Source: an optimization exercise on an open RTL-to-GDS flow (aim: small area). Production flows keep margins and buffers that such runs may drop. Function was checked by simulation only, so behaviour that the tests miss may differ from the original. The clock port is modelled as an ideal driver, which makes a skipped or thinned clock tree look cheaper than it is; a real chip needs a root buffer or a tree. Power and IR drop assume default switching activity.

== middle ==
==> module generic_arbiter_full, before the edit <==
module	generic_arbiter_full(busreq,hlock,hclk,hreset,hmaster_lock,hgrant,hready,hwdata,data_out,haddr,addr_out,hburst,htrans,htrans_out,hburst_out,hmaster);
	parameter size=9;
	parameter size_out=4;
	input [8*size-1:0]hwdata;
	input [8*size-1:0]haddr;
	input [3*size-1:0]hburst;
	input [2*size-1:0]htrans;
	input hclk;
	input hreset;
	input hready;
	input  [size-1:0]busreq;
	input [size-1:0]hlock;
	output reg [2:0]hburst_out;
	output reg [1:0]htrans_out;
	output reg hmaster_lock;
	output reg  [size_out-1:0]hgrant;
	output reg [7:0]data_out;
	output reg [7:0]addr_out;
	output reg [size_out-1:0]hmaster;
	integer i;
	reg [size-1:0]g_oh,m_oh;
	reg [size_out-1:0]w_hgrant;
	always @*
		begin
			w_hgrant=4'd8;
			for (i=size-1; i>=0; i=i-1)
				if (busreq[i])
					w_hgrant=i;
		end
	reg hlock3;
	reg hlock_c;
	wire [size_out-1:0]ng = !hreset ? 4'd0 : (hmaster_lock ? hgrant : w_hgrant);
	wire [size_out-1:0]nm = !hreset ? 4'd0 : (hready ? hgrant : hmaster);
	wire hl_sel;
	sel9 ul(.v({hlock[size-1]&(hmaster_lock|busreq[size-1]),hlock[size-2:0]}),.s(g_oh),.o(hl_sel));
	always@(posedge hclk)
		begin
			hgrant<=ng;
			if(!hreset)
				hlock3<=1'b0;
			else if(!hmaster_lock)
				hlock3<=hl_sel;
		end
	always@(posedge hclk)
		begin
			hmaster<=nm;
			if(!hreset)
				hlock_c<=1'b0;
			else if(hready)
				hlock_c<=hmaster_lock ? hl_sel : hlock3;
		end
	reg [7:0]a1g,a1z,d1g,d1m,d1z;
	reg [1:0]t1g,t1z;
	reg [2:0]b1g,b1z;
	reg [7:0]a_ng,d_ng,d_nm;
	reg [1:0]t_ng;
	reg [2:0]b_ng;
	integer j;
	always @*
		begin
			for (j=0; j<size-1; j=j+1)
				begin
					g_oh[j]=(ng[2:0]==j);
					m_oh[j]=(nm[2:0]==j);
				end
			g_oh[0]=g_oh[0] & !ng[3];
			m_oh[0]=m_oh[0] & !nm[3];
			g_oh[size-1]=ng[3];
			m_oh[size-1]=nm[3];
		end
	wire [size*21-1:0]gin;
	wire [20:0]gsel;
	wire [7:0]msel;
	genvar k,b;
	generate
		for (k=0; k<size; k=k+1)
			begin : tr
				assign gin[21*k+:21]={hburst[3*k+:3],htrans[2*k+:2],hwdata[8*k+:8],haddr[8*k+:8]};
			end
		for (b=0; b<21; b=b+1)
			begin : mg
				wire [size-1:0]v;
				for (k=0; k<size; k=k+1)
					begin : s
						assign v[k]=gin[21*k+b];
					end
				sel9 u(.v(v),.s(g_oh),.o(gsel[b]));
			end
		for (b=0; b<8; b=b+1)
			begin : mm
				wire [size-1:0]v;
				for (k=0; k<size; k=k+1)
					begin : s
						assign v[k]=hwdata[8*k+b];
					end
				sel9 u(.v(v),.s(m_oh),.o(msel[b]));
			end
	endgenerate
	always @*
		begin
			{b_ng,t_ng,d_ng,a_ng}=gsel;
			d_nm=msel;
		end
	always@(posedge hclk)
		begin
			a1g<=a_ng;t1g<=t_ng;b1g<=b_ng;d1g<=d_ng;d1m<=d_nm;
			a1z<=haddr[7:0];t1z<=htrans[1:0];b1z<=hburst[2:0];d1z<=hwdata[7:0];
		end
	reg [7:0]a2z,d2m,d2z;
	reg [1:0]t2z;
	reg [2:0]b2z;
	wire s_g = hreset & hready;	 
	wire s_h = hreset & !hready;	 
	wire s_z = !hreset & hready;	 
	wire s_o = !hreset & !hready;	 
	wire [20:0]own_g = {b1g,t1g,a1g,d1g};
	wire [20:0]own_h = {hburst_out,htrans_out,addr_out,d2m};
	wire [20:0]own_z = {b1z,t1z,a1z,d1z};
	wire [20:0]own_o = {b2z,t2z,a2z,d2z};
	wire [20:0]own_n;
	genvar q;
	generate
		for (q=0; q<21; q=q+1)
			begin : s2
				sel4 u(.v({own_o[q],own_z[q],own_h[q],own_g[q]}),.s({s_o,s_z,s_h,s_g}),.o(own_n[q]));
			end
	endgenerate
	always@(posedge hclk)
		begin
			if(hready)
				begin
					a2z<=a1z;t2z<=t1z;b2z<=b1z;d2z<=d1z;
				end
			data_out<=hready ? d1m : d2m;
			{hburst_out,htrans_out,addr_out,d2m}<=own_n;
		end
	reg busy;
	reg [3:0]cnt;
	wire idle = !htrans_out[1];
	wire ld = !busy && (hburst_out[2:1]!=2'b00);
	reg [3:0]cnt_n;
	reg busy_n,hml_n;
	always @*
		begin
			cnt_n=cnt;
			busy_n=busy;
			hml_n=hmaster_lock;
			if (!busy)
				begin
					cnt_n={hburst_out[2]&hburst_out[1],hburst_out[2],1'b1,!idle};
					busy_n=ld;
					hml_n=ld | hlock_c;
				end
			else if (idle)
				begin
					cnt_n=cnt-4'd1;
					busy_n=(cnt!=4'd0);
					if (cnt[3:1]==3'd0)
						hml_n=hlock_c;
				end
		end
	always@(posedge hclk)
		begin
			cnt<=cnt_n;
			if(!hreset)
				begin
					hmaster_lock<=1'b0;
					busy<=1'b0;
				end
			else
				begin
					hmaster_lock<=hml_n;
					busy<=busy_n;
				end
		end
endmodule
==> flow/config.mk <==
export PLATFORM = sky130hd
export DESIGN_NAME = generic_arbiter_full
export DESIGN_NICKNAME = generic_arbiter_full
export VERILOG_FILES = /design/flow/design.v
export SDC_FILE = /design/flow/constraint.sdc
export NUM_CORES = 4
export LEC_CHECK = 0
export CAP_MARGIN = 20
export CORE_MARGIN = 2
export CORE_UTILIZATION = 55
export SLEW_MARGIN = 20
export SYNTH_HIERARCHICAL = 1
==> flow/constraint.sdc <==
create_clock -name core_clock -period 5.0 [get_ports {hclk}]
set_input_delay 1.0000 -clock core_clock [delete_from_list [all_inputs] [get_ports {hclk}]]
set_output_delay 1.0000 -clock core_clock [all_outputs]
set_load 0.01 [all_outputs]
standard.sh (not shown) runs the stock make flow with config.mk's settings and CLKGATE_MAP_FILE= SYNTH_SCRIPT=/design/flow/synth_recipe.tcl, a recipe that flattens the netlist after the stock synthesis.
==> flow/flow/run.sh <==
#!/bin/bash
set -euo pipefail
here=$(pwd)
export BUFFER_PORTS_ARGS="-buffer_cell sky130_fd_sc_hd__buf_1"
export CTS_ARGS="-sink_clustering_enable -repair_clock_nets -dont_use_dummy_load -buf_list sky130_fd_sc_hd__clkbuf_4"
export POST_CTS_TCL="$here/flow/post_cts.tcl"
bash standard.sh > standard.log 2>&1
Other scripts of this flow, unchanged in this note and not shown: flow/flow/post_cts.tcl
> inputs changed (middle -> east)
diff --git a/flow/design.v b/flow/design.v
--- a/flow/design.v
+++ b/flow/design.v
@@ -58,15 +58,9 @@
 	integer j;
 	always @*
-		begin
-			for (j=0; j<size-1; j=j+1)
-				begin
-					g_oh[j]=(ng[2:0]==j);
-					m_oh[j]=(nm[2:0]==j);
-				end
-			g_oh[0]=g_oh[0] & !ng[3];
-			m_oh[0]=m_oh[0] & !nm[3];
-			g_oh[size-1]=ng[3];
-			m_oh[size-1]=nm[3];
-		end
+		for (j=0; j<size; j=j+1)
+			begin
+				g_oh[j]=(ng==j);
+				m_oh[j]=(nm==j);
+			end
 	wire [size*21-1:0]gin;
 	wire [20:0]gsel;
Results
[compare] base=middle new=east: finished layout cell area increased 35 um^2, average via count per standard cell -about 0.7%, fmax -14%. Relative slew slack: east worse than middle. Comparing wire length on met2 for middle and east, the bigger number came from east. In terms of total power, east and middle differ only marginally. When east is set beside middle, its routed wire length turns out to be about 5% larger. east vs middle: number of instances in the synthesized netlist up. Compared with middle, east improves cell internal power dissipation. Compared to middle, east has proportion of power drawn by the clock network 0.2 points lower.

static timing again, ports no longer ideal:
No port has a modelled driver above. Below, the same layouts with a new extraction and two added sets of constraints. Step 1 sets driving cells, clkbuf_16 on the clock port and buf_2 on the other inputs (assumed; they add their load-dependent delay and slew). Step 2 adds t to the input delays and takes it off the output delays; t is the mean of the earliest and latest rising clock arrival at the registers after step 1. Input paths then give back, and output paths get back, about the clock's delay inside the block. Slacks: ideal ports / drivers / drivers and shift; pairs: ideal ports / drivers.
| run | shift t [ns] | setup WS [ns] | hold WS [ns] | slew at the worst register clock pin (ns) |
|---|---|---|---|---|
| middle | 0.414 | 1.799 / 1.789 / 1.374 | 0.419 / 0.419 / 0.419 | 0.08 / 0.08 |
| east | 0.411 | 1.276 / 1.277 / 0.866 | 0.420 / 0.420 / 0.420 | 0.10 / 0.10 |
After both steps every run listed still meets setup and hold. The setup slack of middle, which loses most, moves by -0.010 ns with the drivers and by -0.425 ns with both steps.
